Source: an optimization exercise on an open RTL-to-GDS flow (aim: small area, a short achievable clock period and few clock cycles per item). Production flows keep margins and buffers that such runs may drop.
Function was checked by simulation only, so behaviour that the tests miss may differ from the original.

==> flow/design.v (outline; a module is shown in full before it is edited, if it fits) <==
// module booth_ctl: 12 lines
// module csa_fa: 10 lines
// module csa_ha: 9 lines
// module ReLU: 19 lines
// module fully_serial: 1865 lines
// module neuron_top: 19 lines
module neuron_top (
    input  logic         clk,
    input  logic         rst_n,
    input  logic [511:0] in_vec,
    input  logic [255:0] weights_vec,
    input  logic [31:0]  bias,
    output logic [31:0]  out,
    output logic         done
);
  // ...
==> flow/flow/run.sh <==
#!/bin/bash
# Own layout flow: the standard flow (standard.sh, unchanged synthesis and
# steps), except that the port buffers are plain buffers
# (sky130_fd_sc_hd__buf_2) rather than the delay buffers that buffer_ports
# picks by itself.  Each step's full output goes to a log file here.
set -euo pipefail
export BUFFER_PORTS_ARGS="-buffer_cell sky130_fd_sc_hd__buf_2"
bash standard.sh synth > flow_synth.log 2>&1
bash standard.sh finish > flow_finish.log 2>&1
==> flow/standard.sh <==
#!/bin/bash
# synth_recipe.tcl (not shown) runs the flow's synth.tcl, then flattens the netlist and writes it again
# the make line also repeats each setting of config.mk as NAME=value (left out here)
make -C /OpenROAD-flow-scripts/flow DESIGN_CONFIG=/design/flow/config.mk WORK_HOME=/design/flow/orfs CLKGATE_MAP_FILE= SYNTH_SCRIPT=/design/flow/synth_recipe.tcl "${@:-finish}"
==> flow/config.mk <==
export PLATFORM = sky130hd
export DESIGN_NAME = neuron_top
export DESIGN_NICKNAME = neuron_top
export VERILOG_FILES = /design/flow/design.v
export SDC_FILE = /design/flow/constraint.sdc
export NUM_CORES = 4
export LEC_CHECK = 0
export CAP_MARGIN = 20
export CORE_MARGIN = 2
export CORE_UTILIZATION = 50
export SLEW_MARGIN = 20
export SYNTH_HIERARCHICAL = 1
==> flow/constraint.sdc <==
create_clock -name core_clock -period 12.0 [get_ports {clk}]
set_input_delay 2.4000 -clock core_clock [delete_from_list [all_inputs] [get_ports {clk}]]
set_output_delay 2.4000 -clock core_clock [all_outputs]
set_load 0.01 [all_outputs]
==> results.txt, run 1 <==
Hold Slack=0.365 ns; vias post-DR=33039; most used cell, CP=inv_1; delay-heaviest family, CP=compound AO/OA/AOI/OAI gates; Initial Util=50.7%; vias in the first global route=33387; Iter 0 DRT Violations=4841; cts repair resizes=0; FF/Latch Area=3700 sq um; n_diodes=23; Top Metal Used=met5; Slew headroom=19.5%; Tmin final=7.21 ns; Critical Path End Type=output port; H-tree levels=4; Final setup viols=0; die span in x=268 microns; status=timing/DRC/antenna clean; leading area contributor after synthesis=fa_1; # DRC=0; NonClk Buf Share=11.2%; CTS Sinks=183; Biggest Area Class=multi-input gates; met1 WL=64000 microns; EDFF count, synth=0; Detailed Route WL=177000 microns; met3 usage=19.8%; simple-gate share of the synthesized area=6.07%; mux share of post-synthesis cell area=4.38%; crit path cell chain=inv_1 > fa_1 > inv_1 > ha_1 > inv_1 > fa_1 > nand2b_1 > a21o_1 > a31o_1 > a211o_1 > a2111oi_0 > a311oi_1 > o2111ai_1 > a2111oi_4 > buf_4 > a41oi_1 > buf_2; clk buf depth=2; pre-CTS setup slack=5.04 ns; mapped cell area=34900 sq um; metal2 WL=74700 microns; complex-gate fraction of the synthesized area=17.8%; Tcrit/Tclk final=60.1%
Testbench counts, summed over its fixed seeds: cycles 7,680, items 960.
==> run 2, diff against run 1 <==
--- a/flow/design.v
+++ b/flow/design.v
@@ -360,125 +360,77 @@
   assign xs[11] = {{2{in_vec[383]}}, in_vec[383:352], 1'b0};
   assign xs[12] = {{2{in_vec[415]}}, in_vec[415:384], 1'b0};
   assign xs[13] = {{2{in_vec[447]}}, in_vec[447:416], 1'b0};
   assign xs[14] = {{2{in_vec[479]}}, in_vec[479:448], 1'b0};
   assign xs[15] = {{2{in_vec[511]}}, in_vec[511:480], 1'b0};
   logic [33:0] pp0_0;
   logic [2:0] c0_0_0;
   booth_ctl u_bc0_0_0 (.first(first), .ctl0(booth_enc({weights_vec[1], weights_vec[0], 1'b0})), .winr(win_r_0_0), .ctl(c0_0_0));
-  assign pp0_0[16:0] = ((({17{c0_0_0[2]}} & xs[0][17:1]) | ({17{c0_0_0[1]}} & xs[0][16:0])) ^ {17{c0_0_0[0]}});
-  logic [2:0] c0_0_1;
-  booth_ctl u_bc0_0_1 (.first(~nfirst), .ctl0(booth_enc({weights_vec[1], weights_vec[0], 1'b0})), .winr(win_r_0_0), .ctl(c0_0_1));
-  assign pp0_0[33:17] = ((({17{c0_0_1[2]}} & xs[0][34:18]) | ({17{c0_0_1[1]}} & xs[0][33:17])) ^ {17{c0_0_1[0]}}) ^ (17'd1 << 16);
+  assign pp0_0[33:0] = ((({34{c0_0_0[2]}} & xs[0][34:1]) | ({34{c0_0_0[1]}} & xs[0][33:0])) ^ {34{c0_0_0[0]}}) ^ (34'd1 << 33);
   logic [33:0] pp1_0;
   logic [2:0] c1_0_0;
   booth_ctl u_bc1_0_0 (.first(first), .ctl0(booth_enc({weights_vec[17], weights_vec[16], 1'b0})), .winr(win_r_1_0), .ctl(c1_0_0));
-  assign pp1_0[16:0] = ((({17{c1_0_0[2]}} & xs[1][17:1]) | ({17{c1_0_0[1]}} & xs[1][16:0])) ^ {17{c1_0_0[0]}});
-  logic [2:0] c1_0_1;
-  booth_ctl u_bc1_0_1 (.first(~nfirst), .ctl0(booth_enc({weights_vec[17], weights_vec[16], 1'b0})), .winr(win_r_1_0), .ctl(c1_0_1));
-  assign pp1_0[33:17] = ((({17{c1_0_1[2]}} & xs[1][34:18]) | ({17{c1_0_1[1]}} & xs[1][33:17])) ^ {17{c1_0_1[0]}}) ^ (17'd1 << 16);
+  assign pp1_0[33:0] = ((({34{c1_0_0[2]}} & xs[1][34:1]) | ({34{c1_0_0[1]}} & xs[1][33:0])) ^ {34{c1_0_0[0]}}) ^ (34'd1 << 33);
   logic [33:0] pp2_0;
   logic [2:0] c2_0_0;
   booth_ctl u_bc2_0_0 (.first(first), .ctl0(booth_enc({weights_vec[33], weights_vec[32], 1'b0})), .winr(win_r_2_0), .ctl(c2_0_0));
-  assign pp2_0[16:0] = ((({17{c2_0_0[2]}} & xs[2][17:1]) | ({17{c2_0_0[1]}} & xs[2][16:0])) ^ {17{c2_0_0[0]}});
-  logic [2:0] c2_0_1;
-  booth_ctl u_bc2_0_1 (.first(~nfirst), .ctl0(booth_enc({weights_vec[33], weights_vec[32], 1'b0})), .winr(win_r_2_0), .ctl(c2_0_1));
-  assign pp2_0[33:17] = ((({17{c2_0_1[2]}} & xs[2][34:18]) | ({17{c2_0_1[1]}} & xs[2][33:17])) ^ {17{c2_0_1[0]}}) ^ (17'd1 << 16);
+  assign pp2_0[33:0] = ((({34{c2_0_0[2]}} & xs[2][34:1]) | ({34{c2_0_0[1]}} & xs[2][33:0])) ^ {34{c2_0_0[0]}}) ^ (34'd1 << 33);
   logic [33:0] pp3_0;
   logic [2:0] c3_0_0;
   booth_ctl u_bc3_0_0 (.first(first), .ctl0(booth_enc({weights_vec[49], weights_vec[48], 1'b0})), .winr(win_r_3_0), .ctl(c3_0_0));
-  assign pp3_0[16:0] = ((({17{c3_0_0[2]}} & xs[3][17:1]) | ({17{c3_0_0[1]}} & xs[3][16:0])) ^ {17{c3_0_0[0]}});
-  logic [2:0] c3_0_1;
-  booth_ctl u_bc3_0_1 (.first(~nfirst), .ctl0(booth_enc({weights_vec[49], weights_vec[48], 1'b0})), .winr(win_r_3_0), .ctl(c3_0_1));
-  assign pp3_0[33:17] = ((({17{c3_0_1[2]}} & xs[3][34:18]) | ({17{c3_0_1[1]}} & xs[3][33:17])) ^ {17{c3_0_1[0]}}) ^ (17'd1 << 16);
+  assign pp3_0[33:0] = ((({34{c3_0_0[2]}} & xs[3][34:1]) | ({34{c3_0_0[1]}} & xs[3][33:0])) ^ {34{c3_0_0[0]}}) ^ (34'd1 << 33);
   logic [33:0] pp4_0;
   logic [2:0] c4_0_0;
   booth_ctl u_bc4_0_0 (.first(first), .ctl0(booth_enc({weights_vec[65], weights_vec[64], 1'b0})), .winr(win_r_4_0), .ctl(c4_0_0));
-  assign pp4_0[16:0] = ((({17{c4_0_0[2]}} & xs[4][17:1]) | ({17{c4_0_0[1]}} & xs[4][16:0])) ^ {17{c4_0_0[0]}});
-  logic [2:0] c4_0_1;
-  booth_ctl u_bc4_0_1 (.first(~nfirst), .ctl0(booth_enc({weights_vec[65], weights_vec[64], 1'b0})), .winr(win_r_4_0), .ctl(c4_0_1));
-  assign pp4_0[33:17] = ((({17{c4_0_1[2]}} & xs[4][34:18]) | ({17{c4_0_1[1]}} & xs[4][33:17])) ^ {17{c4_0_1[0]}}) ^ (17'd1 << 16);
+  assign pp4_0[33:0] = ((({34{c4_0_0[2]}} & xs[4][34:1]) | ({34{c4_0_0[1]}} & xs[4][33:0])) ^ {34{c4_0_0[0]}}) ^ (34'd1 << 33);
   logic [33:0] pp5_0;
   logic [2:0] c5_0_0;
   booth_ctl u_bc5_0_0 (.first(first), .ctl0(booth_enc({weights_vec[81], weights_vec[80], 1'b0})), .winr(win_r_5_0), .ctl(c5_0_0));
-  assign pp5_0[16:0] = ((({17{c5_0_0[2]}} & xs[5][17:1]) | ({17{c5_0_0[1]}} & xs[5][16:0])) ^ {17{c5_0_0[0]}});
-  logic [2:0] c5_0_1;
-  booth_ctl u_bc5_0_1 (.first(~nfirst), .ctl0(booth_enc({weights_vec[81], weights_vec[80], 1'b0})), .winr(win_r_5_0), .ctl(c5_0_1));
-  assign pp5_0[33:17] = ((({17{c5_0_1[2]}} & xs[5][34:18]) | ({17{c5_0_1[1]}} & xs[5][33:17])) ^ {17{c5_0_1[0]}}) ^ (17'd1 << 16);
+  assign pp5_0[33:0] = ((({34{c5_0_0[2]}} & xs[5][34:1]) | ({34{c5_0_0[1]}} & xs[5][33:0])) ^ {34{c5_0_0[0]}}) ^ (34'd1 << 33);
   logic [33:0] pp6_0;
   logic [2:0] c6_0_0;
   booth_ctl u_bc6_0_0 (.first(first), .ctl0(booth_enc({weights_vec[97], weights_vec[96], 1'b0})), .winr(win_r_6_0), .ctl(c6_0_0));
-  assign pp6_0[16:0] = ((({17{c6_0_0[2]}} & xs[6][17:1]) | ({17{c6_0_0[1]}} & xs[6][16:0])) ^ {17{c6_0_0[0]}});
-  logic [2:0] c6_0_1;
-  booth_ctl u_bc6_0_1 (.first(~nfirst), .ctl0(booth_enc({weights_vec[97], weights_vec[96], 1'b0})), .winr(win_r_6_0), .ctl(c6_0_1));
-  assign pp6_0[33:17] = ((({17{c6_0_1[2]}} & xs[6][34:18]) | ({17{c6_0_1[1]}} & xs[6][33:17])) ^ {17{c6_0_1[0]}}) ^ (17'd1 << 16);
+  assign pp6_0[33:0] = ((({34{c6_0_0[2]}} & xs[6][34:1]) | ({34{c6_0_0[1]}} & xs[6][33:0])) ^ {34{c6_0_0[0]}}) ^ (34'd1 << 33);
   logic [33:0] pp7_0;
   logic [2:0] c7_0_0;
   booth_ctl u_bc7_0_0 (.first(first), .ctl0(booth_enc({weights_vec[113], weights_vec[112], 1'b0})), .winr(win_r_7_0), .ctl(c7_0_0));
-  assign pp7_0[16:0] = ((({17{c7_0_0[2]}} & xs[7][17:1]) | ({17{c7_0_0[1]}} & xs[7][16:0])) ^ {17{c7_0_0[0]}});
-  logic [2:0] c7_0_1;
-  booth_ctl u_bc7_0_1 (.first(~nfirst), .ctl0(booth_enc({weights_vec[113], weights_vec[112], 1'b0})), .winr(win_r_7_0), .ctl(c7_0_1));
-  assign pp7_0[33:17] = ((({17{c7_0_1[2]}} & xs[7][34:18]) | ({17{c7_0_1[1]}} & xs[7][33:17])) ^ {17{c7_0_1[0]}}) ^ (17'd1 << 16);
+  assign pp7_0[33:0] = ((({34{c7_0_0[2]}} & xs[7][34:1]) | ({34{c7_0_0[1]}} & xs[7][33:0])) ^ {34{c7_0_0[0]}}) ^ (34'd1 << 33);
   logic [33:0] pp8_0;
   logic [2:0] c8_0_0;
   booth_ctl u_bc8_0_0 (.first(first), .ctl0(booth_enc({weights_vec[129], weights_vec[128], 1'b0})), .winr(win_r_8_0), .ctl(c8_0_0));
-  assign pp8_0[16:0] = ((({17{c8_0_0[2]}} & xs[8][17:1]) | ({17{c8_0_0[1]}} & xs[8][16:0])) ^ {17{c8_0_0[0]}});
-  logic [2:0] c8_0_1;
-  booth_ctl u_bc8_0_1 (.first(~nfirst), .ctl0(booth_enc({weights_vec[129], weights_vec[128], 1'b0})), .winr(win_r_8_0), .ctl(c8_0_1));
-  assign pp8_0[33:17] = ((({17{c8_0_1[2]}} & xs[8][34:18]) | ({17{c8_0_1[1]}} & xs[8][33:17])) ^ {17{c8_0_1[0]}}) ^ (17'd1 << 16);
+  assign pp8_0[33:0] = ((({34{c8_0_0[2]}} & xs[8][34:1]) | ({34{c8_0_0[1]}} & xs[8][33:0])) ^ {34{c8_0_0[0]}}) ^ (34'd1 << 33);
   logic [33:0] pp9_0;
   logic [2:0] c9_0_0;
   booth_ctl u_bc9_0_0 (.first(first), .ctl0(booth_enc({weights_vec[145], weights_vec[144], 1'b0})), .winr(win_r_9_0), .ctl(c9_0_0));
-  assign pp9_0[16:0] = ((({17{c9_0_0[2]}} & xs[9][17:1]) | ({17{c9_0_0[1]}} & xs[9][16:0])) ^ {17{c9_0_0[0]}});
-  logic [2:0] c9_0_1;
-  booth_ctl u_bc9_0_1 (.first(~nfirst), .ctl0(booth_enc({weights_vec[145], weights_vec[144], 1'b0})), .winr(win_r_9_0), .ctl(c9_0_1));
-  assign pp9_0[33:17] = ((({17{c9_0_1[2]}} & xs[9][34:18]) | ({17{c9_0_1[1]}} & xs[9][33:17])) ^ {17{c9_0_1[0]}}) ^ (17'd1 << 16);
+  assign pp9_0[33:0] = ((({34{c9_0_0[2]}} & xs[9][34:1]) | ({34{c9_0_0[1]}} & xs[9][33:0])) ^ {34{c9_0_0[0]}}) ^ (34'd1 << 33);
   logic [33:0] pp10_0;
   logic [2:0] c10_0_0;
   booth_ctl u_bc10_0_0 (.first(first), .ctl0(booth_enc({weights_vec[161], weights_vec[160], 1'b0})), .winr(win_r_10_0), .ctl(c10_0_0));
-  assign pp10_0[16:0] = ((({17{c10_0_0[2]}} & xs[10][17:1]) | ({17{c10_0_0[1]}} & xs[10][16:0])) ^ {17{c10_0_0[0]}});
-  logic [2:0] c10_0_1;
-  booth_ctl u_bc10_0_1 (.first(~nfirst), .ctl0(booth_enc({weights_vec[161], weights_vec[160], 1'b0})), .winr(win_r_10_0), .ctl(c10_0_1));
-  assign pp10_0[33:17] = ((({17{c10_0_1[2]}} & xs[10][34:18]) | ({17{c10_0_1[1]}} & xs[10][33:17])) ^ {17{c10_0_1[0]}}) ^ (17'd1 << 16);
+  assign pp10_0[33:0] = ((({34{c10_0_0[2]}} & xs[10][34:1]) | ({34{c10_0_0[1]}} & xs[10][33:0])) ^ {34{c10_0_0[0]}}) ^ (34'd1 << 33);
   logic [33:0] pp11_0;
   logic [2:0] c11_0_0;
   booth_ctl u_bc11_0_0 (.first(first), .ctl0(booth_enc({weights_vec[177], weights_vec[176], 1'b0})), .winr(win_r_11_0), .ctl(c11_0_0));
-  assign pp11_0[16:0] = ((({17{c11_0_0[2]}} & xs[11][17:1]) | ({17{c11_0_0[1]}} & xs[11][16:0])) ^ {17{c11_0_0[0]}});
-  logic [2:0] c11_0_1;
-  booth_ctl u_bc11_0_1 (.first(~nfirst), .ctl0(booth_enc({weights_vec[177], weights_vec[176], 1'b0})), .winr(win_r_11_0), .ctl(c11_0_1));
-  assign pp11_0[33:17] = ((({17{c11_0_1[2]}} & xs[11][34:18]) | ({17{c11_0_1[1]}} & xs[11][33:17])) ^ {17{c11_0_1[0]}}) ^ (17'd1 << 16);
+  assign pp11_0[33:0] = ((({34{c11_0_0[2]}} & xs[11][34:1]) | ({34{c11_0_0[1]}} & xs[11][33:0])) ^ {34{c11_0_0[0]}}) ^ (34'd1 << 33);
   logic [33:0] pp12_0;
   logic [2:0] c12_0_0;
   booth_ctl u_bc12_0_0 (.first(first), .ctl0(booth_enc({weights_vec[193], weights_vec[192], 1'b0})), .winr(win_r_12_0), .ctl(c12_0_0));
-  assign pp12_0[16:0] = ((({17{c12_0_0[2]}} & xs[12][17:1]) | ({17{c12_0_0[1]}} & xs[12][16:0])) ^ {17{c12_0_0[0]}});
-  logic [2:0] c12_0_1;
-  booth_ctl u_bc12_0_1 (.first(~nfirst), .ctl0(booth_enc({weights_vec[193], weights_vec[192], 1'b0})), .winr(win_r_12_0), .ctl(c12_0_1));
-  assign pp12_0[33:17] = ((({17{c12_0_1[2]}} & xs[12][34:18]) | ({17{c12_0_1[1]}} & xs[12][33:17])) ^ {17{c12_0_1[0]}}) ^ (17'd1 << 16);
+  assign pp12_0[33:0] = ((({34{c12_0_0[2]}} & xs[12][34:1]) | ({34{c12_0_0[1]}} & xs[12][33:0])) ^ {34{c12_0_0[0]}}) ^ (34'd1 << 33);
   logic [33:0] pp13_0;
   logic [2:0] c13_0_0;
   booth_ctl u_bc13_0_0 (.first(first), .ctl0(booth_enc({weights_vec[209], weights_vec[208], 1'b0})), .winr(win_r_13_0), .ctl(c13_0_0));
-  assign pp13_0[16:0] = ((({17{c13_0_0[2]}} & xs[13][17:1]) | ({17{c13_0_0[1]}} & xs[13][16:0])) ^ {17{c13_0_0[0]}});
-  logic [2:0] c13_0_1;
-  booth_ctl u_bc13_0_1 (.first(~nfirst), .ctl0(booth_enc({weights_vec[209], weights_vec[208], 1'b0})), .winr(win_r_13_0), .ctl(c13_0_1));
-  assign pp13_0[33:17] = ((({17{c13_0_1[2]}} & xs[13][34:18]) | ({17{c13_0_1[1]}} & xs[13][33:17])) ^ {17{c13_0_1[0]}}) ^ (17'd1 << 16);
+  assign pp13_0[33:0] = ((({34{c13_0_0[2]}} & xs[13][34:1]) | ({34{c13_0_0[1]}} & xs[13][33:0])) ^ {34{c13_0_0[0]}}) ^ (34'd1 << 33);
   logic [33:0] pp14_0;
   logic [2:0] c14_0_0;
   booth_ctl u_bc14_0_0 (.first(first), .ctl0(booth_enc({weights_vec[225], weights_vec[224], 1'b0})), .winr(win_r_14_0), .ctl(c14_0_0));
-  assign pp14_0[16:0] = ((({17{c14_0_0[2]}} & xs[14][17:1]) | ({17{c14_0_0[1]}} & xs[14][16:0])) ^ {17{c14_0_0[0]}});
-  logic [2:0] c14_0_1;
-  booth_ctl u_bc14_0_1 (.first(~nfirst), .ctl0(booth_enc({weights_vec[225], weights_vec[224], 1'b0})), .winr(win_r_14_0), .ctl(c14_0_1));
-  assign pp14_0[33:17] = ((({17{c14_0_1[2]}} & xs[14][34:18]) | ({17{c14_0_1[1]}} & xs[14][33:17])) ^ {17{c14_0_1[0]}}) ^ (17'd1 << 16);
+  assign pp14_0[33:0] = ((({34{c14_0_0[2]}} & xs[14][34:1]) | ({34{c14_0_0[1]}} & xs[14][33:0])) ^ {34{c14_0_0[0]}}) ^ (34'd1 << 33);
   logic [33:0] pp15_0;
   logic [2:0] c15_0_0;
   booth_ctl u_bc15_0_0 (.first(first), .ctl0(booth_enc({weights_vec[241], weights_vec[240], 1'b0})), .winr(win_r_15_0), .ctl(c15_0_0));
-  assign pp15_0[16:0] = ((({17{c15_0_0[2]}} & xs[15][17:1]) | ({17{c15_0_0[1]}} & xs[15][16:0])) ^ {17{c15_0_0[0]}});
-  logic [2:0] c15_0_1;
-  booth_ctl u_bc15_0_1 (.first(~nfirst), .ctl0(booth_enc({weights_vec[241], weights_vec[240], 1'b0})), .winr(win_r_15_0), .ctl(c15_0_1));
-  assign pp15_0[33:17] = ((({17{c15_0_1[2]}} & xs[15][34:18]) | ({17{c15_0_1[1]}} & xs[15][33:17])) ^ {17{c15_0_1[0]}}) ^ (17'd1 << 16);
+  assign pp15_0[33:0] = ((({34{c15_0_0[2]}} & xs[15][34:1]) | ({34{c15_0_0[1]}} & xs[15][33:0])) ^ {34{c15_0_0[0]}}) ^ (34'd1 << 33);
   logic fs0, fc0;
   logic fs1, fc1;
   logic fs2, fc2;
   logic fs3, fc3;
   logic fs4, fc4;
   logic fs5, fc5;
   logic fs6, fc6;
   logic fs7, fc7;
==> run 2 against run 1 <==
  * Still clean
  * Clock-buffer cell count did not move
  * Final area fell by 3.6%
  * Non-clock buffer count did not move
  * First-iteration DRC count fell by 20%
  * Sequential share of layout area rose by 0.35 points
  * Utilization rose by 0.45 points
  * Register-to-register slack got worse by 0.29 ns
  * Fmax fell by 1.1%
  * Worst hold slack improved by 0.00065 ns
  * Global-route usage fell by 3.5 points
  * Final cell count fell by 5.1%
  * Clock skew fell by 0.0074 ns
==> results.txt, run 2 <==
status=timing/DRC/antenna clean; CTS buffer count=17; Port Buffers=833; vias in the first global route=32389 (-3.0%); final setup margin=4.71 ns; # IOs=835; routed len/inst=33.8 microns; Post-CTS Hold Fix Bufs=0; synthesis-stage register bit count=183; vias post-DR=30542 (-7.6%); Tmin final=7.29 ns (+0.0793 ns); DRT antenna net count=0; most common cell after layout, fill and taps aside=buf_2; Regs by FF count=u_neuron.a0_q x38, u_neuron.a1_q x38, u_neuron.a2_q x38; Overflow after GRT=0; MaxCap Viol Count=0; Initial Util=50.6% (about the same); Setup TNS Final=0 ns; post-synth top area share=39.7%; top cells by count, synth=fa_1, xnor2_1, a22oi_1, dfxtp_1, clkbuf_1; crit path max fanout=31; Max Slew Vio Count=0; Fin. Hold Viols=0; post-CTS setup buffers=0; share of cells above drive strength 1=27.0%; EDFF count, synth=0 (unchanged); largest net degree at the start of global routing=126; Critical Path End Type=output port; nets=5318; die span in x=262 microns (-2.2%); GRT Util Overall=45.0%; area grow syn2layout=16.3%; CTS Sinks=183 (unchanged); Critical Path AT=4.89 ns; Tcrit/Tclk final=60.8% (+0.66 points); worst r2r path cells=10; initial antenna violation count=34; CTS tree=built; Avg Cell Area, Syn=10.8 sq um; CP Launch Point=u_neuron.a0_q[2]; sequential cell area fraction in the yosys report=11.1%; worst path bufs/invs=3; Synth Flop Type=dfxtp_1; die area=68800 sq um; Detailed Route WL=157000 microns (-11%); die span in y=262 microns; Critical Path End=out[6]; Layout Skew=0.0167 ns; crit path cell chain=inv_1 > fa_1 > inv_1 > ha_1 > a21oi_1 > nand4b_1 > a2111oi_2 > o2111ai_1 > nand2_1 > a311o_1 > a2111o_1 > nand3_2 > a21oi_1 > buf_2; Slew @ Worst Pin=1.29 ns; delay-heaviest family, CP=compound AO/OA/AOI/OAI gates; vias per inst=6.56; Hold Crit Class=register to register; Fmax=137 MHz; global-route wire length before repair=223000 microns; pre-CTS setup slack=5.18 ns (+0.144 ns); async set-reset flop share out of synthesis=3.28%; clk buf depth=2 (unchanged); synth top area cells=fa_1, xnor2_1, a22oi_1, dfxtp_1, ha_1; clock slew at reported path FFs=0.09 ns; most common cell in the netlist=fa_1; H-tree levels=4 (unchanged); WP data required=9.60 ns; Rows=94; r2r setup slk=5.77 ns; Slew headroom=13.7% (-5.9 points); critical path's slowest cell=nand3_2; leading area contributor after synthesis=fa_1; Critical Path Start Type=register; gpl congestion=1.06; Core Box Area=65900 sq um; YS warnings=9; final-layout fill cell count=5732; Worst Hold Launch=u_neuron.low_q[3]; mapped cell area=33300 sq um (-4.4%); r2r endpoint=u_neuron.a2_q[33]; count of TritonRoute iterations in the first routing pass=9; # DRC=0 (unchanged); cts repair resizes=0 (unchanged); Iter 0 DRT Violations=3855 (-20%); Root Driver=clkbuf_16; commonest non-fill, non-tap cells in the layout=buf_2, fa_1, xnor2_1; clock latency on the worst-skew pair=0.48 ns; Hold Slack=0.366 ns (+0.000646 ns); RSZ-0062 raised after global routing=false; critical path depth=14; Gate Count Post-Synth=3100; crit-path max cell delay=0.65 ns; Critical Setup Path Class=register to output port; R2R Path Start=u_neuron.first; Final setup viols=0 (unchanged); synth unique cells=64; Final HPWL DP=129000 microns
-- run 2: cell types whose count changed after synthesis, sizes merged, moves of 6 or more --
cell and delta:
nand3 +6, nand2 -16, and3 +7, o21ai -20, ha -32, a21oi +31
mux2 -30, a41oi -28, nor2 -47, a21o -6, inv -29, mux2i -15
-- run 2: stage by stage --
stage | instances | area [sq um] | utilization [%]
2_1_floorplan | 3110 | 33400 | -
3_3_place_gp | 4598 | 38100 | 57.8
3_5_place_dp | 4599 | 38100 | 57.8
4_1_cts | 4631 | 38700 | 58.8
5_1_grt | 4654 | 38800 | 58.9
6_report | 4655 | 38800 | 58.9
-- run 2: layout make-up --
class                      instances  area [sq um]  area share (%)
inverter                          77           289           0.745
tap                              864          1080            2.79
clock inverter                    15           191           0.494
timing repair buffer             878          4530            11.7
antenna                           24          60.1           0.155
sequential                       183          3700            9.55
clock buffer                      17           425            1.10
multi-input combinational       2597         28500            73.5
-- run 2: logic make-up after synthesis --
| family | share of synthesized area, % |
|---|---|
| buffers and inverters | 4.20 |
| muxes | 3.06 |
| and+or+nand+nor | 5.98 |
| xor gates and xnor gates | 14.7 |
| AOI/OAI and AO/OA | 17.5 |
| other | 0.0225 |
| DFF | 11.1 |
| adders and majority gates | 43.5 |
-- run 2: how the worst min path moves through the flow --
stage	to	slack, ns	cells after the start
detailed placement	u_neuron.low_q[0]	0.35	0
floorplan	u_neuron.low_q[0]	0.33	0
CTS	u_neuron.low_q[1]	0.36	0
finish	u_neuron.low_q[1]	0.37	0
global placement	u_neuron.low_q[1]	0.34	0
global route	u_neuron.low_q[1]	0.37	0
-- run 2: layer usage --
metal / routed length [microns] / track usage (%)
met5: 102 / 0
met4: 11100 / 27.5
met3: 18100 / 14.4
met2: 71000 / 69.4
met1: 56900 / 55.0
-- run 2: per-module statistics from Yosys (local to each module, per instance), excerpt --
module        flip-flops and latches  copies in the design
booth_ctl                          0                    16
fully_serial                     183                     1
csa_fa                             0                   622
csa_ha                             0                    26
Testbench counts of run 2, summed over its fixed seeds: cycles 7,680, items 960.
==> module ReLU, before the edit <==
module ReLU #(parameter AW = 39, parameter M = 38, parameter NR = 3) (
  input  logic [NR*AW-1:0] rows,
  input  logic [3:0] low,
  output logic [31:0] out
);
  logic [AW-1:0] t, g, p;
  logic negative, big;
  always_comb begin
    t = '0;
    for (int r = 0; r < NR; r++) t = t + rows[r*AW +: AW];
  end
  assign negative = ~t[M];
  assign big = t[M] & (|t[M-1:27]);
  always_comb begin
    if (negative) out = 32'd0;
    else if (big) out = 32'h7fffffff;
    else out = {1'b0, t[26:0], low};
  end
endmodule
==> run 3, diff against run 2 <==
--- a/flow/design.v
+++ b/flow/design.v
@@ -38,8 +38,23 @@
   logic negative, big;
-  always_comb begin
-    t = '0;
-    for (int r = 0; r < NR; r++) t = t + rows[r*AW +: AW];
-  end
-  assign negative = ~t[M];
-  assign big = t[M] & (|t[M-1:27]);
+  logic [AW-1:0] s2, c2;
+  logic [AW-1:0] ra, rb, rc, cy;
+  assign ra = rows[AW-1:0];
+  assign rb = rows[2*AW-1:AW];
+  assign rc = rows[3*AW-1:2*AW];
+  assign s2 = ra ^ rb ^ rc;
+  assign cy = (ra & rb) | (ra & rc) | (rb & rc);
+  assign c2 = {cy[AW-2:0], 1'b0};
+  assign t = s2 + c2;
+  logic [M:0] cm;        
+  logic [27:0] cl;
+  assign cm = {1'b0, s2[M-1:0]} + {1'b0, c2[M-1:0]};
+  assign cl = {1'b0, s2[26:0]} + {1'b0, c2[26:0]};
+  logic [M-1:27] hx, ho;
+  logic e, zero;
+  assign hx = s2[M-1:27] ^ c2[M-1:27];
+  assign ho = s2[M-1:27] | c2[M-1:27];
+  assign e = &(hx[M-1:28] ~^ ho[M-2:27]);
+  assign zero = e & ~(hx[27] ^ cl[27]);
+  assign negative = ~(s2[M] ^ c2[M] ^ cm[M]);
+  assign big = ~negative & ~zero;
   always_comb begin
--- a/flow/config.mk
+++ b/flow/config.mk
@@ -10,2 +10,3 @@
 export CORE_UTILIZATION = 50
+export SETUP_SLACK_MARGIN = 5
 export SLEW_MARGIN = 20
==> run 3 against run 2 <==
  * Final area grew 0.21%
  * Still clean on timing, DRC and antenna
  * Fmax up 5.1%
  * Largest cell class unchanged
  * Global-route usage increased by 1.8 points
  * Sequential cell count unchanged
  * Area after synthesis shrank 0.14%
==> results.txt, run 3 <==
Fmax=144 MHz (+5.1%); CTS buffer count=17 (unchanged); synthesis-stage register bit count=183 (unchanged); routed len/inst=35.1 microns (+3.9%); critical path's slowest cell=fa_1; Slew headroom=23.1% (+9.5 points); Fin. Hold Viols=0 (unchanged); die area=68700 sq um (-0.13%); Hold Crit Class=register to register; most common cell in the netlist=fa_1; count of TritonRoute iterations in the first routing pass=10 (+1); Slew @ Worst Pin=1.15 ns (-0.146 ns); Synth Flop Type=dfxtp_1; clock latency on the worst-skew pair=0.52 ns (+0.04 ns); mapped cell area=33300 sq um (-0.14%); CTS Sinks=183 (unchanged); Initial Util=50.6% (-0.068 points); Iter 0 DRT Violations=4640 (+20%); vias post-DR=30730 (+0.62%); Critical Path End Type=output port; die span in y=262 microns (about the same); global-route wire length before repair=224000 microns (+0.20%); clk buf depth=2 (unchanged); initial antenna violation count=29 (-15%); Gate Count Post-Synth=3060 (-1.3%); H-tree levels=4 (unchanged); Core Box Area=65900 sq um (unchanged); Avg Cell Area, Syn=10.9 sq um (+1.2%); crit-path max cell delay=0.46 ns (-0.19 ns); clock slew at reported path FFs=0.09 ns (about the same); # DRC=0 (unchanged); Overflow after GRT=0 (unchanged); vias per inst=6.65 (+1.4%); Layout Utilization=59.0% (+0.13 points); Final HPWL DP=134000 microns (+3.2%); sequential cell area fraction in the yosys report=11.1% (+0.015 points); vias in the first global route=31803 (-1.8%); area grow syn2layout=16.7%; nets=5297 (-0.39%); synth top area cells=fa_1, xnor2_1, a22oi_1, dfxtp_1, ha_1; crit path cell chain=inv_1 > fa_1 > inv_1 > ha_1 > inv_1 > fa_1 > nand2b_1 > a211oi_4 > nor2_1 > o21ai_2 > o21ai_2 > xnor2_2 > nor2_4 > clkbuf_8 > a21oi_2 > buf_2; Setup TNS Final=0 ns (unchanged); DRT antenna net count=0 (unchanged); most common cell after layout, fill and taps aside=buf_2; WP data required=9.60 ns (about the same); Layout Skew=0.0312 ns (+0.0145 ns); status=timing/DRC/antenna clean; RSZ-0062 raised after global routing=false; Rows=94 (unchanged); # IOs=835 (unchanged); synth unique cells=63 (-1.6%); Final setup viols=0 (unchanged); Critical Setup Path Class=register to output port; Regs by FF count=u_neuron.a0_q x38, u_neuron.a1_q x38, u_neuron.a2_q x38; CTS tree=built; post-synth top area share=39.7% (+0.054 points); Critical Path Start Type=register; most used cell, CP=inv_1; YS warnings=9 (unchanged); Tmin final=6.94 ns (-0.353 ns); largest net degree at the start of global routing=126 (unchanged); EDFF count, synth=0 (unchanged); Critical Path AT=4.54 ns (-0.35 ns); Detailed Route WL=162000 microns (+3.2%); Root Driver=clkbuf_16; pre-CTS setup slack=5.27 ns (+0.0874 ns); final setup margin=5.06 ns (+0.353 ns); crit path max fanout=30 (-3.2%); gpl congestion=1.09 (+2.9%); Tcrit/Tclk final=57.8% (-2.9 points); share of cells above drive strength 1=28.1% (+1.1 points); Max Slew Vio Count=0 (unchanged); Port Buffers=833 (unchanged); top cells by count, synth=fa_1, xnor2_1, a22oi_1, dfxtp_1, clkbuf_1; commonest non-fill, non-tap cells in the layout=buf_2, fa_1, xnor2_1; GRT Util Overall=46.8% (+1.8 points); async set-reset flop share out of synthesis=3.28% (unchanged); leading area contributor after synthesis=fa_1; die span in x=262 microns (about the same); MaxCap Viol Count=0 (unchanged)
run 3: changes by cell type after synthesis, sizes merged, moves of 5 or more:
| cell | before | now |
|---|---|---|
| inv | 77 | 95 |
| nand2 | 100 | 87 |
| a21oi | 93 | 82 |
| ha | 101 | 111 |
| xnor2 | 543 | 553 |
| nor3 | 9 | 3 |
| o21a | 7 | 1 |
| buf | 102 | 97 |
run 3: routing by layer:
layer | wire (microns) | up-vias | part of all wire, % | global-route usage [%]
li1 | - | 11953 | - | -
met1 | 58100 | 15372 | 36 | 58.1
met2 | 70900 | 2733 | 44 | 69.8
met3 | 21200 | 656 | 13 | 16.8
met4 | 11800 | 16 | 7.2 | 28.5
met5 | 266 | - | 0.16 | 0
run 3: timing repair:
action	in CTS	in global routing
setup buffers	0	0
resized for setup	2	5
hold buffers	0	0
endpoints found under the hold margin	0	0
setup endpoints to repair	31	31
run 3: per-module statistics from Yosys (local to each module, per instance), a selection:
| module | area [sq um] | times used |
|---|---|---|
| booth_ctl | 73.8 | 16 |
| csa_fa | 20.0 | 622 |
| csa_ha | 12.5 | 26 |
| fully_serial | 16100 | 1 |
run 3: logic make-up after synthesis:
group / count (synthesis) / synth area share (%)
AOI/OAI and AO/OA: 776 / 17.4
adders and majority gates: 772 / 43.9
xor gates and xnor gates: 566 / 14.9
buffers and inverters: 341 / 4.38
and+or+nand+nor: 334 / 5.42
DFF: 183 / 11.1
muxes: 86 / 2.85
other: 2 / 0.0226
run 3: critical path, delay by kind of cell (launching register included):
kind,cells,cell delay [ns]
fa+ha+maj,3,1.12
compound gates,4,0.92
buf+inv,5,0.78
simple gates,3,0.55
flops,1,0.39
xor+xnor,1,0.19
run 3: path summary, 6_finish.rpt:
| path | end | start | cells after the start | slack [ns] |
|---|---|---|---|---|
| worst max-delay path | out[5] | u_neuron.a0_q[1] | 16 | 5.06 |
| worst min-delay path | u_neuron.low_q[1] | u_neuron.low_q[3] | 0 | 0.38 |
| worst max register to register | u_neuron.a2_q[19] | u_neuron.first | 10 | 5.75 |
| worst min register to register | u_neuron.low_q[1] | u_neuron.low_q[3] | 0 | 0.38 |
| max in group asynchronous | u_neuron.first | rst_n | 1 | 10.07 |
| min in group asynchronous | u_neuron.ph[0] | rst_n | 1 | 1.70 |
run 3: area by class of cell:
class                   count  area [sq um]
fillers                  5686         27000
clock buffers              17           425
repair buffers            879          4590
clock inverters            15           229
well taps                 864          1080
inverters                  96           360
flip-flops and latches    183          3700
multi-input cells        2546         28400
diodes                     21          52.6
run 3: per-stage QoR:
stage / hold WS, ns / cells / cell area (sq um)
floorplan: 0.331 / 3070 / 33300
global placement: 0.355 / 4564 / 38000
detailed placement: 0.361 / 4566 / 38100
CTS: 0.374 / 4598 / 38700
global route: 0.380 / 4615 / 38800
finish: 0.382 / 4621 / 38900
Testbench counts of run 3, summed over its fixed seeds: cycles 7,680, items 960.
==> run 4, diff against run 3 <==
==> flow/flow/run.sh (replaced) <==
#!/bin/bash
set -euo pipefail
export BUFFER_PORTS_ARGS="-buffer_cell sky130_fd_sc_hd__buf_2"
export SETUP_SLACK_MARGIN=6.4
bash standard.sh synth > flow_synth.log 2>&1
bash standard.sh finish > flow_finish.log 2>&1
--- a/flow/config.mk
+++ b/flow/config.mk
@@ -10,3 +10,2 @@
 export CORE_UTILIZATION = 50
-export SETUP_SLACK_MARGIN = 5
 export SLEW_MARGIN = 20
==> run 4 against run 3 <==
  * Still clean
  * Global-route usage is 3.8 points higher
  * Die area stayed put
  * Setup slack better by 0.58 ns
  * Synthesized cell count stayed put
  * Final cell count is 4.2% higher
  * Via count is 6.9% higher
  * Critical path depth is 1 lower
  * Highest routed layer unchanged
==> results.txt, run 4 <==
status=timing/DRC/antenna clean; Iter 0 DRT Violations=4741 (+2.2%); Critical Path AT=3.96 ns (-0.58 ns); die span in y=262 microns (unchanged); crit path max fanout=3 (-90%); CTS Sinks=183 (unchanged); Hold Slack=0.372 ns (-0.0103 ns); initial antenna violation count=41 (+41%); Rows=94 (unchanged); vias per inst=6.82 (+2.6%); post-synth top area share=39.7% (unchanged); Root Driver=clkbuf_16; leading area contributor after synthesis=fa_1; die area=68700 sq um (unchanged); global-route wire length before repair=239000 microns (+7.0%); die span in x=262 microns (unchanged); Port Buffers=833 (unchanged); Slew @ Worst Pin=1.04 ns (-0.106 ns); RSZ-0062 raised after global routing=true; area of the multi-input gates=31800 sq um (+12%); Max Slew Vio Count=0 (unchanged); Worst Hold Launch=u_neuron.low_q[3]; clock latency on the worst-skew pair=0.51 ns (about the same); Tmin final=6.36 ns (-0.579 ns); sequential cell area fraction in the yosys report=11.1% (unchanged); Slew headroom=30.5% (+7.3 points); Avg Cell Area, Syn=10.9 sq um (unchanged); Core Box Area=65900 sq um (unchanged); Regs by FF count=u_neuron.a0_q x38, u_neuron.a1_q x38, u_neuron.a2_q x38; CP Launch Point=u_neuron.a2_q[1]; synthesis-stage register bit count=183 (unchanged); EDFF count, synth=0 (unchanged); # DRC=0 (unchanged); synth top area cells=fa_1, xnor2_1, a22oi_1, dfxtp_1, ha_1; top cells by count, synth=fa_1, xnor2_1, a22oi_1, dfxtp_1, clkbuf_1; Layout Skew=0.0275 ns (-0.00374 ns); GRT Util Overall=50.5% (+3.8 points); final-layout fill cell count=4908 (-14%); Detailed Route WL=181000 microns (+12%); Overflow after GRT=0 (unchanged); Fmax=157 MHz (+9.1%); clock slew at reported path FFs=0.09 ns (about the same); routed len/inst=37.7 microns (+7.4%); critical path's slowest cell=fa_1; most common cell after layout, fill and taps aside=buf_2; Final HPWL DP=130000 microns (-2.9%); H-tree levels=4 (unchanged); Critical Setup Path Class=register to output port; largest net degree at the start of global routing=126 (unchanged); Setup TNS Final=0 ns (unchanged); DRT antenna net count=0 (unchanged); async set-reset flop share out of synthesis=3.28% (unchanged); MaxCap Viol Count=0 (unchanged); Tcrit/Tclk final=53.0% (-4.8 points); design area=45400 sq um (+17%); clk buf depth=2 (unchanged); most used cell, CP=inv_2; R2R Path Start=u_neuron.first; Final setup viols=0 (unchanged); YS warnings=9 (unchanged); Fin. Hold Viols=0 (unchanged); gpl congestion=1.07 (-2.3%); CTS buffer count=17 (unchanged); commonest non-fill, non-tap cells in the layout=buf_2, fa_1, xnor2_1; count of TritonRoute iterations in the first routing pass=10 (unchanged); vias post-DR=32842 (+6.9%); WP data required=9.60 ns (about the same); Initial Util=50.6% (unchanged); Critical Path End Type=output port; area grow syn2layout=36.3%; FF/Latch Area=3700 sq um (about the same); Critical Path Start Type=register; Synth Flop Type=dfxtp_1; DP Area=39100 sq um (+2.8%); # IOs=835 (unchanged); mapped cell area=33300 sq um (unchanged); CTS tree=built; most common cell in the netlist=fa_1; crit path cell chain=inv_2 > fa_1 > inv_2 > ha_4 > inv_2 > fa_2 > nand2b_4 > a211oi_4 > buf_4 > o21ai_1 > nand2_1 > a31oi_1 > xor2_1 > a21oi_2 > buf_2; share of cells above drive strength 1=47.7% (+20 points); crit-path max cell delay=0.50 ns (+0.04 ns); nets=5477 (+3.4%); Gate Count Post-Synth=3060 (unchanged); Hold Crit Class=register to register; synth unique cells=63 (unchanged); vias in the first global route=33338 (+4.8%)
-- run 4: path summary, 6_finish.rpt --
path / slack, ns / cells after the start / to
min: 0.37 / 0 / u_neuron.low_q[1]
min in group asynchronous: 1.73 / 1 / u_neuron.ph[2]
max in group asynchronous: 10.02 / 1 / u_neuron.first
max reg2reg: 6.40 / 9 / u_neuron.a2_q[33]
max: 5.64 / 15 / out[19]
min reg2reg: 0.37 / 0 / u_neuron.low_q[1]
-- run 4: metal layers --
metal | GRT usage, % | vias to the layer above | wire, microns
met5 | 0.556 | - | 139
met4 | 37.4 | 16 | 16600
met3 | 18.8 | 835 | 27200
met2 | 72.2 | 3097 | 75700
met1 | 62.5 | 16540 | 61800
li1 | - | 12354 | -
-- run 4: cells by family (layout without fill, tap and decap cells) --
family / count (synthesis) / after routing / synth area share (%)
AO/OA/AOI/OAI: 776 / 776 / 17.4
XOR/XNOR: 566 / 566 / 14.9
other: 2 / 45 / 0.0226
multiplexers: 86 / 88 / 2.85
flip-flops: 183 / 183 / 11.1
adder cells (fa/ha/maj): 772 / 772 / 43.9
AND/OR/NAND/NOR: 334 / 334 / 5.42
buffers and inverters: 341 / 1185 / 4.38
-- run 4: critical path: cells and delay by family (launching register included) --
| kind | cells | cell delay, ns |
|---|---|---|
| simple gates | 2 | 0.35 |
| fa+ha+maj | 3 | 1.00 |
| compound gates | 4 | 0.78 |
| flops | 1 | 0.35 |
| xor+xnor | 1 | 0.46 |
| buf+inv | 5 | 0.51 |
-- run 4: metrics by stage --
step                      worst slack, ns  instances  utilization [%]
final                                5.64       4813             68.9
after floorplan                      6.14       3070                -
after global routing                 5.65       4806             68.9
after global placement               5.18       4567             59.3
after CTS                            5.72       4707             65.3
after detailed placement             5.14       4568             59.4
-- run 4: Yosys stat by module, one instance, submodules excluded, excerpt --
module,cells inside,flops+latches
csa_fa,1,0
csa_ha,1,0
booth_ctl,9,0
fully_serial,1893,183
-- run 4: final cells by class --
type	count	share of cell area (%)
diodes	33	0.182
inverters	96	0.797
clock buffers	19	0.998
repair buffers	1057	17.0
multi-input cells	2548	70.1
clock inverters	13	0.378
flip-flops and latches	183	8.17
well taps	864	2.38
-- run 4: what timing repair did --
item | 4_1_cts | 5_1_grt
setup buffers | 84 | 64
pin swaps | 196 | 229
resized for setup | 377 | 281
setup endpoints to repair | 132 | 107
hold buffers | 0 | 0
gates cloned | 23 | 9
==> run 5, diff against run 4 <==
==> flow/flow/run.sh (replaced) <==
#!/bin/bash
set -euo pipefail
export BUFFER_PORTS_ARGS="-buffer_cell sky130_fd_sc_hd__buf_2"
export SETUP_SLACK_MARGIN=5.8
bash standard.sh synth > flow_synth.log 2>&1
bash standard.sh finish > flow_finish.log 2>&1
==> run 5 against run 4 <==
  * Final cell count is 3.2% lower
  * Synthesized cell count stayed put
  * Utilization decreased by 8.8 points
  * Clock-buffer cell count shrank 2
  * Setup slack gained 0.057 ns
  * Worst hold slack improved by 0.0071 ns
  * Via count fell by 5.8%
==> results.txt, run 5 <==
Layout Utilization=60.1% (-8.8 points); die span in x=262 microns (unchanged); layer with the highest usage=met2; FF/Latch Area=3710 sq um (about the same); nets=5331 (-2.7%); Layout Skew=0.0312 ns (+0.00374 ns); count of TritonRoute iterations in the first routing pass=9 (-1); GR Util met1=58.4% (-4.1 points); most common cell after layout, fill and taps aside=buf_2; Rows=94 (unchanged); commonest non-fill, non-tap cells in the layout=buf_2, fa_1, xnor2_1; clk buf depth=2 (unchanged); Fin. Hold Viols=0 (unchanged); pre-CTS setup slack=5.27 ns (+0.123 ns); Detailed Route WL=166000 microns (-8.7%); clock slew at reported path FFs=0.09 ns (about the same); design area=39600 sq um (-13%); YS warnings=9 (unchanged); RSZ-0062 raised after global routing=true; Max Slew Vio Count=0 (unchanged); clock latency on the worst-skew pair=0.52 ns (about the same); Overflow after GRT=0 (unchanged); vias in the first global route=31936 (-4.2%); Post-CTS Hold Fix Bufs=0 (unchanged); leading area contributor after synthesis=fa_1; Final setup viols=0 (unchanged); Hold Crit Class=register to register; MaxCap Viol Count=0 (unchanged); die area=68700 sq um (unchanged); R2R Path Start=u_neuron.first; Critical Path AT=3.90 ns (-0.06 ns); Port Buffers=833 (unchanged); async set-reset flop share out of synthesis=3.28% (unchanged); vias per inst=6.64 (-2.7%); # IOs=835 (unchanged); Fmax=159 MHz (+0.90%); synthesis-stage register bit count=183 (unchanged); die span in y=262 microns (unchanged); Tmin final=6.30 ns (-0.0568 ns); Hold Slack=0.379 ns (+0.00712 ns); EDFF count, synth=0 (unchanged); most common cell in the netlist=fa_1; largest net degree at the start of global routing=126 (unchanged); worst r2r path cells=10 (+1); Worst Hold Launch=u_neuron.low_q[3]; WP data required=9.60 ns (about the same); final setup margin=5.70 ns (+0.0568 ns); final-layout fill cell count=5622 (+15%); Regs by FF count=u_neuron.a0_q x38, u_neuron.a1_q x38, u_neuron.a2_q x38; Slew headroom=19.1% (-11 points); Avg Cell Area, Syn=10.9 sq um (unchanged); Final HPWL DP=134000 microns (+3.0%); r2r endpoint=u_neuron.a2_q[19]; CTS Sinks=183 (unchanged); CTS tree=built; sequential cell area fraction in the yosys report=11.1% (unchanged); Critical Path Start Type=register; global-route met2 utilization=69.9% (-2.3 points); Critical Path End Type=output port; Tcrit/Tclk final=52.5% (-0.47 points); GRT Util Overall=47.2% (-3.4 points); Critical Setup Path Class=register to output port; mapped cell area=33300 sq um (unchanged); met3 usage=17.0% (-1.7 points); CTS buffer count=17 (unchanged); Root Driver=clkbuf_16; gpl congestion=1.09 (+2.3%); status=timing/DRC/antenna clean; vias post-DR=30935 (-5.8%); Post-Layout Cell Count=4657 (-3.2%); global-route wire length before repair=225000 microns (-5.9%); crit path max fanout=8 (+5); area grow syn2layout=18.9%; DRT antenna net count=0 (unchanged); Iter 0 DRT Violations=4686 (-1.2%); Synth Flop Type=dfxtp_1; # DRC=0 (unchanged); routed len/inst=35.6 microns (-5.7%); Core Box Area=65900 sq um (unchanged); Hold Path End=u_neuron.low_q[1]; Cells after DPL=4566 (-0.044%); H-tree levels=4 (unchanged); r2r setup slk=5.89 ns (-0.51 ns); post-synth top area share=39.7% (unchanged); Setup TNS Final=0 ns (unchanged); WHS Path Cells=0 (unchanged); synth unique cells=63 (unchanged); area of the multi-input gates=28700 sq um (-9.8%); DP Area=38100 sq um (-2.7%); synth top area cells=fa_1, xnor2_1, a22oi_1, dfxtp_1, ha_1; Initial Util=50.6% (unchanged); initial antenna violation count=31 (-24%); Gate Count Post-Synth=3060 (unchanged); top cells by count, synth=fa_1, xnor2_1, a22oi_1, dfxtp_1, clkbuf_1; share of cells above drive strength 1=29.5% (-18 points); Slew @ Worst Pin=1.18 ns (+0.136 ns)
## run 5: cell counts after synthesis
Identical to the previous run, type by type.
## run 5: area by class of cell
type / instances / area share [%]
Clock inverter: 15 / 0.578
Clock buffer: 17 / 1.07
Tap cell: 864 / 2.73
Timing Repair Buffer: 912 / 12.8
Sequential cell: 183 / 9.36
Multi-Input combinational cell: 2547 / 72.4
Inverter: 96 / 0.910
Antenna cell: 23 / 0.145
## run 5: worst max-delay path, stage by stage, from the launching register on
cell,delay [ns]
dfxtp_1,0.40
fa_1,0.44
ha_1,0.36
a21oi_1,0.16
o21ai_0,0.17
a22oi_1,0.47
nand3b_1,0.30
nand3_4,0.21
nand3_4,0.10
xnor2_4,0.16
buf_6,0.16
clkbuf_16,0.18
a21oi_4,0.11
buf_2,0.14
## run 5: repair_timing
action,CTS,global route
buffers inserted,9,18
gates resized for setup,37,48
pin swaps,16,23
cloned,3,4
endpoints found under the setup margin,32,52
## run 5: worst max-delay path by stage
stage | start | to | slack (ns) | depth (start not counted)
detailed placement | weights_vec[17] | u_neuron.a2_q[19] | 5.27 | 13
floorplan | weights_vec[1] | u_neuron.a2_q[30] | 5.90 | 12
CTS | u_neuron.a2_q[1] | out[29] | 5.68 | 18
global placement | weights_vec[17] | u_neuron.a2_q[19] | 5.26 | 13
global route | u_neuron.a0_q[1] | out[13] | 5.67 | 18
finish | u_neuron.a1_q[7] | out[12] | 5.70 | 13
## run 5: kinds of logic after synthesis
family / after synthesis / synth area share, %
adders and majority gates: 772 / 43.9
AOI/OAI and AO/OA: 776 / 17.4
xor gates and xnor gates: 566 / 14.9
buffers and inverters: 341 / 4.38
other: 2 / 0.0226
and+or+nand+nor: 334 / 5.42
muxes: 86 / 2.85
DFF: 183 / 11.1
## run 5: metal layers
metal / routed length (microns) / up-vias
li1: - / 12034
met1: 58000 / 15485
met2: 71800 / 2728
met3: 22800 / 670
met4: 12900 / 18
met5: 125 / -
## run 5: Yosys stat by module (local to each module, per instance), excerpt
module / cells inside / area [sq um] / times used / flops+latches
csa_fa: 1 / 20.0 / 622 / 0
csa_ha: 1 / 12.5 / 26 / 0
fully_serial: 1893 / 16100 / 1 / 183
booth_ctl: 9 / 73.8 / 16 / 0

separate check: timing with driven ports:
No port has a modelled driver above. Below, the same layouts with a new extraction and two added sets of constraints.
Step 1, drivers: a clkbuf_16 drives clk and a buf_2 each remaining input, both assumed.
Step 2 times the ports against the registers' clock, not the clock port: input delays grow and output delays shrink by t, the midpoint of the rising clock arrivals with the driver on.
Three values: ideal ports, drivers, drivers and shift; two values: the first two.
| run | t, ns | slack for setup (ns) | worst hold slack (ns) | cell pins on the clock port's net |
|---|---|---|---|---|
| run 1 | 0.546 | 4.786 / 4.722 / 4.928 | 0.365 / 0.365 / 0.365 | 1 |
| run 2 | 0.541 | 4.706 / 4.638 / 5.029 | 0.366 / 0.366 / 0.366 | 1 |
| run 3 | 0.571 | 5.059 / 4.993 / 5.093 | 0.382 / 0.382 / 0.382 | 1 |
| run 4 | 0.568 | 5.638 / 5.565 / 5.587 | 0.372 / 0.372 / 0.372 | 1 |
| run 5 | 0.574 | 5.695 / 5.629 / 5.241 | 0.379 / 0.379 / 0.379 | 1 |
After both steps every run listed still meets setup and hold. For run 5, which loses most, drivers alone change the setup slack by -0.066 ns; drivers and shift together by -0.454 ns.
